Source: an optimization exercise on an open RTL-to-GDS flow (aim: small area). Production flows keep margins and buffers that such runs may drop. Only simulation tests tie the RTL to the original design; equivalence was not proved. Power figures rest on the tool's default switching activity, not on a simulated workload.

## top_level
module top_level (
    clk, rst, seed,
    action, state, next_state, step_o, phase, episode_o, q_cur, q_next
);
For scale: about 8000 cells after synthesis, ~1200 flip-flops, ~82000 sq um of cells after synthesis.
Settings: LEC_CHECK=0, CAP_MARGIN=20, CORE_MARGIN=2, CORE_UTILIZATION=70, CTS_BUF_LIST=sky130_fd_sc_hd__clkbuf_8, CTS_CLUSTER_DIAMETER=80, CTS_CLUSTER_SIZE=15, PLACE_DENSITY=0.8, SLEW_MARGIN=20, SYNTH_HIERARCHICAL=1, SYNTH_MINIMUM_KEEP_SIZE=0; clock period 20.0 ns.
standard.sh (not shown) runs the stock make flow with config.mk's settings and CLKGATE_MAP_FILE= SYNTH_SCRIPT=/design/flow/synth_recipe.tcl, a recipe that flattens the netlist after the stock synthesis.
==> flow/flow/run.sh <==
#!/bin/bash
set -euo pipefail
export BUFFER_PORTS_ARGS="-buffer_cell sky130_fd_sc_hd__buf_1"
export CTS_ARGS="-sink_clustering_enable -repair_clock_nets -dont_use_dummy_load -buf_list sky130_fd_sc_hd__clkbuf_8 -sink_clustering_size 15 -sink_clustering_max_diameter 80"
bash standard.sh > standard.log 2>&1
Rerun with:
--- a/flow/design.v
+++ b/flow/design.v
@@ -1615,22 +1615,25 @@
     assign gm3_o[25] = ~gm3_373;
     assign macc3 = gm3_o;
 endmodule
 module fa_cell (input a, input b, input c, output s, output co);
     assign s = a ^ b ^ c;
     assign co = (a & b) | (a & c) | (b & c);
 endmodule
 module ha_cell (input a, input b, output s, output co);
     assign s = a ^ b;
     assign co = a & b;
 endmodule
+module maj_cell (input a, input b, input c, output y);
+    assign y = (a & b) | (a & c) | (b & c);
+endmodule
 module bwd_arith (
     input [15:0] w3s0, w3s1, w3s2, w3s3,
     input [4:0] dl0, dl1, dl2, dl3,
     input [10:0] aprev,
     input [10:0] w3h0, w3h1, w3h2, w3h3,
     output [7:0] delta2,
     output [10:0] w3n0, w3n1, w3n2, w3n3
 );
     wire [21:0] sdel;
     wire [19:0] asq;
     wire [8:0] dadz;
@@ -3377,23 +3380,26 @@
             end
         end
     end
     reg [11:0] lf;
     always @(posedge clk) begin
         if (rst) lf <= seed;
         else lf <= lfsr_sh(lf);
     end
     reg [11:0] qc0, qc1, qc2, qc3, qn0, qn1, qn2, qn3;
     reg [1:0] ixr, qact;
     wire signed [11:0] qt = (qact == 2'd0) ? qc0 : (qact == 2'd1) ? qc1 : (qact == 2'd2) ? qc2 : qc3;
-    wire [1:0] act = (ep < lf) ? qact : lf[1:0];
+    wire [11:0] epn = ~ep;
+    wire c_act;
+    lt12 u_lt_act (.an(epn), .b(lf), .lt(c_act));
+    wire [1:0] act = c_act ? qact : lf[1:0];
     reg [1:0] gi, gj;
     wire [3:0] ijn = gmove(gi, gj, act, step);
     assign st1 = ij2st(ijn);
     wire [3:0] st = ij2st({gi, gj});
     always @(posedge clk) begin
         if (rst) begin
             gi <= 2'd1;
             gj <= 2'd1;
         end else if (ctrl == 4'd1) begin
             gi <= ijn[3:2];
             gj <= ijn[1:0];
@@ -3402,49 +3408,55 @@
     wire [11:0] pq0, pq1;
     wire [11:0] aA, aB;
     wire signed [11:0] sn0 = pq0, sn1 = pq1, sn2 = aA, sn3 = aB;
     wire nge01 = (sn0 >= sn1), nge23 = (sn2 >= sn3);
     wire signed [11:0] nm1 = nge01 ? sn0 : sn1;
     wire signed [11:0] nm2 = nge23 ? sn2 : sn3;
     wire ngew = (nm1 >= nm2);
     wire signed [11:0] qmx = ngew ? nm1 : nm2;
     wire [1:0] qmi = ngew ? {1'b0, ~nge01} : {1'b1, ~nge23};
     reg signed [4:0] dl0, dl1, dl2, dl3;
     wire [11:0] lf7 = lfsr_sh(lfsr_sh(lf));
-    wire [1:0] act7 = (ep < lf7) ? qact : lf7[1:0];
+    wire c_act7;
+    lt12 u_lt_act7 (.an(epn), .b(lf7), .lt(c_act7));
+    wire [1:0] act7 = c_act7 ? qact : lf7[1:0];
     wire [3:0] st1_7 = ij2st(gmove(gi, gj, act7, step));
     wire rneg = (st1_7 == 4'd5) || (st1_7 == 4'd7) || (st1_7 == 4'd8);
     wire rpos = (st1_7 == 4'd9);
     wire pen = (st1_7 == st) || (step == 4'd15);
     wire signed [4:0] r5 = rpos ? (pen ? 5'sd5 : 5'sd10) : ((rneg ^ pen) ? -5'sd5 : ((rneg & pen) ? -5'sd10 : 5'sd0));
     wire signed [12:0] tdx = (qmx >>> 1) + (qmx >>> 2) + (qmx >>> 3) - qt;
     wire signed [4:0] tdd = {{2{tdx[12]}}, tdx[12:10]} + r5;
     always @(posedge clk) begin
         if (rst) begin
             dl0 <= 5'sd0; dl1 <= 5'sd0; dl2 <= 5'sd0; dl3 <= 5'sd0;
         end else if ((ctrl == 4'd5) && (step != 4'd0)) begin
             case (act7)
                 2'd0: dl0 <= tdd;
                 2'd1: dl1 <= tdd;
                 2'd2: dl2 <= tdd;
                 default: dl3 <= tdd;
             endcase
         end
     end
     wire [11:0] lf9 = lfsr_sh(lfsr_sh(lfsr_sh(lf)));
     wire [11:0] lf1 = lfsr_sh(lf9);
-    wire [1:0] act9 = (ep < lf9) ? qact : lf9[1:0];
+    wire c_act9;
+    lt12 u_lt_act9 (.an(epn), .b(lf9), .lt(c_act9));
+    wire [1:0] act9 = c_act9 ? qact : lf9[1:0];
     wire wrap9 = (step == 4'd15) || (ij2st(gmove(gi, gj, act9, step)) == 4'd9);
     wire [11:0] ep1 = wrap9 ? ep + 12'd1 : ep;
     wire [3:0] step1 = wrap9 ? 4'd1 : step + 4'd1;
-    wire [1:0] act1 = (ep1 < lf1) ? qact : lf1[1:0];
+    wire c_act1;
+    lt12 u_lt_act1 (.an(~ep1), .b(lf1), .lt(c_act1));
+    wire [1:0] act1 = c_act1 ? qact : lf1[1:0];
     wire [3:0] stnew = ij2st(gmove(gi, gj, act1, step1));
     reg [3:0] st_old, st_new;       
     always @(posedge clk) begin
         if (ctrl == 4'd6) begin
             st_old <= st;
             st_new <= stnew;
         end
     end
     reg run;
     always @(posedge clk) begin
         if (rst) run <= 1'b0;
@@ -3625,11 +3637,21 @@
         end
     end
     assign action = act;
     assign state = st;
     assign next_state = st1;
     assign step_o = step;
     assign phase = ctrl;
     assign episode_o = ep;
     assign q_cur = {{4{qc3[11]}}, qc3, {4{qc2[11]}}, qc2, {4{qc1[11]}}, qc1, {4{qc0[11]}}, qc0};
     assign q_next = {{4{qn3[11]}}, qn3, {4{qn2[11]}}, qn2, {4{qn1[11]}}, qn1, {4{qn0[11]}}, qn0};
 endmodule
+module lt12 (input [11:0] an, input [11:0] b, output lt);
+    wire [12:0] bw;
+    assign bw[1] = an[0] & b[0];
+    genvar i;
+    generate for (i = 1; i < 12; i = i + 1) begin : g_bw
+        maj_cell u (.a(an[i]), .b(b[i]), .c(bw[i]), .y(bw[i+1]));
+    end endgenerate
+    assign bw[0] = 1'b0;
+    assign lt = bw[12];
+endmodule
Result:
- The new run ran to the end with no violations
- setup slack gets worse by 0.31 ns
- critical path depth rose by 7
- clock power is about the same
- design area drops by 1.6%
- routed wire length falls by 8.3%


Setup of run C:
Another version of the RTL of top_level (not shown whole).
Size in the first run: ~1,300 flip-flops, about 170 I/O pins.
==> flow/config.mk <==
export PLATFORM = sky130hd
export DESIGN_NAME = top_level
export DESIGN_NICKNAME = top_level
export VERILOG_FILES = /design/flow/design.v
export SDC_FILE = /design/flow/constraint.sdc
export NUM_CORES = 8
export LEC_CHECK = 0
export CAP_MARGIN = 20
export CORE_MARGIN = 2
export CORE_UTILIZATION = 70
export CTS_BUF_LIST = sky130_fd_sc_hd__clkbuf_8
export CTS_CLUSTER_DIAMETER = 80
export CTS_CLUSTER_SIZE = 15
export PLACE_DENSITY = 0.8
export SLEW_MARGIN = 20
export SYNTH_HIERARCHICAL = 1
export SYNTH_MINIMUM_KEEP_SIZE = 0
==> flow/constraint.sdc <==
create_clock -name core_clock -period 20.0 [get_ports {clk}]
set_input_delay 4.0000 -clock core_clock [delete_from_list [all_inputs] [get_ports {clk}]]
set_output_delay 4.0000 -clock core_clock [all_outputs]
set_load 0.01 [all_outputs]
Scripts as last shown in full above: flow/flow/run.sh
Run C finished every stage and its layout cleared the timing, design-rule and antenna checks.
## Diff of input files: run G against run C
--- a/flow/design.v
+++ b/flow/design.v
@@ -3360,14 +3360,14 @@
     reg [11:0] lf;
     always @(posedge clk) begin
         if (rst) lf <= seed;
         else lf <= lfsr_sh(lf);
     end
     reg [11:0] qc0, qc1, qc2, qc3, qn0, qn1, qn2, qn3;
-    reg signed [11:0] mxr, qt;
     reg [1:0] ixr, qact;
+    wire signed [11:0] qt = (qact == 2'd0) ? qc0 : (qact == 2'd1) ? qc1 : (qact == 2'd2) ? qc2 : qc3;
     wire [1:0] act = (ep < lf) ? qact : lf[1:0];
     reg [1:0] gi, gj;
     wire [3:0] ijn = gmove(gi, gj, act, step);
     assign st1 = ij2st(ijn);
     wire [3:0] st = ij2st({gi, gj});
     always @(posedge clk) begin
@@ -3592,18 +3592,16 @@
             b3h3 <= b3h3 - {10'd0, dl3[4] & b3upd};
             if (ctrl == 4'd5) begin    
                 qn0 <= q0 ? 12'd512 : pq0;
                 qn1 <= q0 ? 12'd512 : pq1;
                 qn2 <= q0 ? 12'd512 : aA;
                 qn3 <= q0 ? 12'd512 : aB;
-                mxr <= q0 ? 12'sd512 : qmx;
                 ixr <= q0 ? 2'd0 : qmi;
             end
             if ((ctrl == 4'd1) && (step != 4'd0)) begin
                 qc0 <= qn0; qc1 <= qn1; qc2 <= qn2; qc3 <= qn3;
-                qt <= mxr;
                 qact <= ixr;
             end
         end
     end
     assign action = act;
     assign state = st;
For run C and run G, there was not a single run that failed to finish clean. Looking only at fraction of met2 tracks used by global routing, and setting everything else aside, the higher value of run C and run G goes to run G. Comparing run C and run G, the higher post-route clock period utilization was measured on run C. Summary of the comparison: non-clock buffer count is higher in run G, relative to run C. Die boundary width of run C is on par with run G. Fraction of area in clock buffers and inverters essentially unchanged between run G and run C. Slowest cell on the critical path = or4b_2: run C; slowest cell on the critical path = and3_1: run G. [run G vs run C] post-synthesis mux area share: higher in run G. Diff run C -> run G: number of cells on the worst reg-to-reg path down about 1.2%, worst-case vdd ir drop down 26%, final area flat, final-layout worst hold slack down 0.016 ns. Global router's overall resource usage: run G vs run C up 0.85 points. Fraction of synthesized cell area in xor and xnor cells of run C is on par with run G. Total wire length ends up higher on run G.

static timing again, ports no longer ideal:
The flow's constraints put no driver on any port. The routed layouts listed below were extracted and timed again, unchanged, in two steps.
Step 1 (the two cells are an assumption about what drives the block):
set clk [get_ports {clk}]
set_driving_cell -lib_cell sky130_fd_sc_hd__clkbuf_16 $clk
set_driving_cell -lib_cell sky130_fd_sc_hd__buf_2 [delete_from_list [all_inputs] $clk]
Step 2 also shifts input and output timing later by t, the mid clock arrival at the registers, as if the neighbouring blocks saw the same clock.
Slacks: no drivers / after step 1 / after step 2; pairs: no drivers / after step 1.
| run | shift t [ns] | slack for setup (ns) | hold slack, ns |
|---|---|---|---|
| the first run of note 1 | 0.851 | 1.454 / 1.454 / 1.454 | 0.290 / 0.290 / 0.290 |
| the second run of note 1 | 0.805 | 1.146 / 1.146 / 1.146 | 0.237 / 0.237 / 0.237 |
| run C | 0.847 | 1.365 / 1.365 / 1.365 | 0.270 / 0.270 / 0.270 |
| run G | 0.868 | 1.485 / 1.485 / 1.485 | 0.254 / 0.254 / 0.254 |
After both steps setup and hold are still met in every run listed.
